This design comes from an exercise in tuning for small area, a short achievable clock period and few clock cycles on the open sky130 flow, not from production work.
At most, simulation tests tie the RTL to the original design; equivalence was not proved.
The clock port is modelled as an ideal driver, which makes a skipped or thinned clock tree look cheaper than it is; a real chip needs a root buffer or a tree.
Power and IR drop assume default switching activity.

// conv2d_3x3_lb
module conv2d_3x3_lb #(
    parameter MAX_W = 16
)(
    input         clk,
    input         reset,
    input         start,
    input  [7:0]  base_a,
    input  [7:0]  base_b,
    input  [7:0]  base_c,
    input  [4:0]  tile_w,    
    input  [4:0]  tile_h,    
    output reg    busy,
    output reg    done,
    output            a_en,
    output            a_we,          
    output reg  [7:0] a_addr,
    output      [31:0] a_di,         
    input       [31:0] a_dout,
    output            b_en,
    output            b_we,          
    output reg  [7:0] b_addr,
    output      [31:0] b_di,         
    input       [31:0] b_dout,
    output            c_en,
    output            c_we,
    output reg  [7:0] c_addr,
    output reg [31:0] c_di,
    input       [31:0] c_dout        
);
Size: roughly 220 flip-flops, about 260 I/O pins.
export LEC_CHECK = 0
export CAP_MARGIN = 20
export CORE_MARGIN = 2
export CORE_UTILIZATION = 60
export PLACE_DENSITY = 0.75
export SLEW_MARGIN = 20
export SYNTH_HIERARCHICAL = 1
export SYNTH_MINIMUM_KEEP_SIZE = 0
create_clock -name core_clock -period 15.0 [get_ports {clk}]
standard.sh (not shown) runs the stock make flow with config.mk's settings and CLKGATE_MAP_FILE= SYNTH_SCRIPT=/design/flow/synth_recipe.tcl, a recipe that flattens the netlist after the stock synthesis.
==> flow/flow/run.sh <==
#!/bin/bash
# Standard ORFS layout (the standard.sh, unchanged synthesis), with
#  - timing repair aimed well below the clock period (SETUP_SLACK_MARGIN),
#  - plain buffers on the ports instead of delay buffers,
#  - one tie cell for the constant outputs,
#  - a two-level clock tree (see post_cts.tcl).
# Every tool's output is in standard.log and in orfs/logs/.
set -euo pipefail
here=$(pwd)
bash standard.sh \
  SETUP_SLACK_MARGIN=11 \
  BUFFER_PORTS_ARGS="-buffer_cell sky130_fd_sc_hd__buf_1" \
  SKIP_REPAIR_TIE_FANOUT=1 \
  CTS_ARGS="-sink_clustering_enable -repair_clock_nets -sink_clustering_size 30 -sink_clustering_max_diameter 150 -dont_use_dummy_load" \
  POST_CTS_TCL="$here/flow/post_cts.tcl" \
  finish > standard.log 2>&1
Other scripts of this flow, unchanged in this note and not shown: flow/flow/post_cts.tcl
Next try:
--- a/flow/design.v
+++ b/flow/design.v
@@ -1149,27 +1149,28 @@
   wire adG49 = ad_g[14] | (ad_p[14] & adG38);
   wire adG50 = ad_g[16] | (ad_p[16] & adG29);
   wire adG51 = ad_g[18] | (ad_p[18] & adG39);
   wire adG52 = ad_g[20] | (ad_p[20] & adG34);
   wire adG53 = ad_g[22] | (ad_p[22] & adG40);
   wire adG54 = ad_g[24] | (ad_p[24] & adG32);
   wire adG55 = ad_g[26] | (ad_p[26] & adG41);
   wire adG56 = ad_g[28] | (ad_p[28] & adG35);
   wire adG57 = ad_g[30] | (ad_p[30] & adG42);
   assign acc_next = ad_p ^ {adG57, adG42, adG56, adG35, adG55, adG41, adG54, adG32, adG53, adG40, adG52, adG34, adG51, adG39, adG50, adG29, adG49, adG38, adG48, adG33, adG47, adG37, adG46, adG25, adG45, adG36, adG44, adG17, adG43, adG1, ad_g[0], 1'b0};
     wire running = rd_en | l1 | l2 | l3 | wr_en;
+    wire go      = !running && start;
     wire win_end = (kj == 2'd2) && (ki == 2'd2);
     always @(posedge clk) begin
-        a_addr <= !running ? base_a : a_addr + a_step;
-        b_addr <= (!running || win_end) ? base_b : b_addr + 8'd1;
-        c_addr <= !running ? base_c : c_addr + {7'd0, wr_en};
+        a_addr <= go ? base_a : a_addr + a_step;
+        b_addr <= (go || win_end) ? base_b : b_addr + 8'd1;
+        c_addr <= go ? base_c : c_addr + {7'd0, wr_en};
     end
     always @(posedge clk) begin
         A_r   <= a_dout;
         bneg  <= enc_neg;
         bone  <= enc_one;
         btwo  <= enc_two;
         p_s   <= nxt_s;
         p_c   <= nxt_c;
         p_x   <= nxt_x;
         c_di  <= acc_next;
         f1    <= (kj == 2'd0) && (ki == 2'd0);
@@ -1182,30 +1183,30 @@
             done  <= 1'b0;
             rd_en <= 1'b0;
             wr_en <= 1'b0;
             l1 <= 1'b0; l2 <= 1'b0; l3 <= 1'b0;
         end else begin
             done  <= 1'b0;
             l1    <= rd_en && win_end;
             l2    <= l1;
             l3    <= l2;
             wr_en <= l3;
             if (!running) begin
-                kj      <= 2'd0;
-                ki      <= 2'd0;
-                ox_left <= tile_w - 5'd3;
-                oy_left <= tile_h - 5'd3;
-                wr      <= tile_w;
                 if (start) begin
                     busy    <= 1'b1;
                     rd_en   <= 1'b1;
+                    kj      <= 2'd0;
+                    ki      <= 2'd0;
+                    ox_left <= tile_w - 5'd3;
+                    oy_left <= tile_h - 5'd3;
+                    wr      <= tile_w;
                 end
             end else begin
                 if (wr_en && !rd_en && !l3) begin
                     busy <= 1'b0;
                     done <= 1'b1;
                 end
                 if (rd_en) begin
                     if (kj != 2'd2) begin
                         kj     <= kj + 2'd1;
                     end else if (ki != 2'd2) begin
                         kj     <= 2'd0;
The changed run passed the timing, DRC and antenna checks; worst hold slack is about the same; core utilization fell by 0.25 points; routed wire length is about the same; clock power barely changes; register-to-register slack is about the same; cell count barely changes; total power rose by about 1.2%; clock skew fell by 0.0078 ns; setup slack gets worse by 0.022 ns; via count barely changes; die area barely changes; design area fell by 0.40%; first-iteration DRC count fell by 6.7%.
Testbench counts after the change, summed over its fixed seeds: cycles 205,773.
No functional check of the RTL was part of the first run of this note.

[static timing again, ports no longer ideal]
The results above use ideal ports. As a check the final layouts listed here were re-extracted and re-timed, cells and wires unchanged. Step 1: set_driving_cell puts a clkbuf_16 on clk and a buf_2 on each other input, an assumption about the parent block. Step 2 times the ports against the registers' clock, not the clock port: input delays grow and output delays shrink by t, the midpoint of the rising clock arrivals with the driver on. Slacks: ideal / step 1 / step 2; pairs: ideal / step 1.
| run | t, ns | slack for setup (ns) | latest minus earliest clock arrival (ns) | cell pins on the clock port's net |
|---|---|---|---|---|
| the first run | 0.413 | 11.130 / 11.074 / 10.865 | 0.049 / 0.048 | 4 |
| the second run | 0.412 | 11.107 / 11.056 / 10.764 | 0.043 / 0.042 | 4 |
After both steps setup and hold are still met in every run listed. For the second run, which loses most, drivers alone change the setup slack by -0.051 ns; drivers and shift together by -0.343 ns.
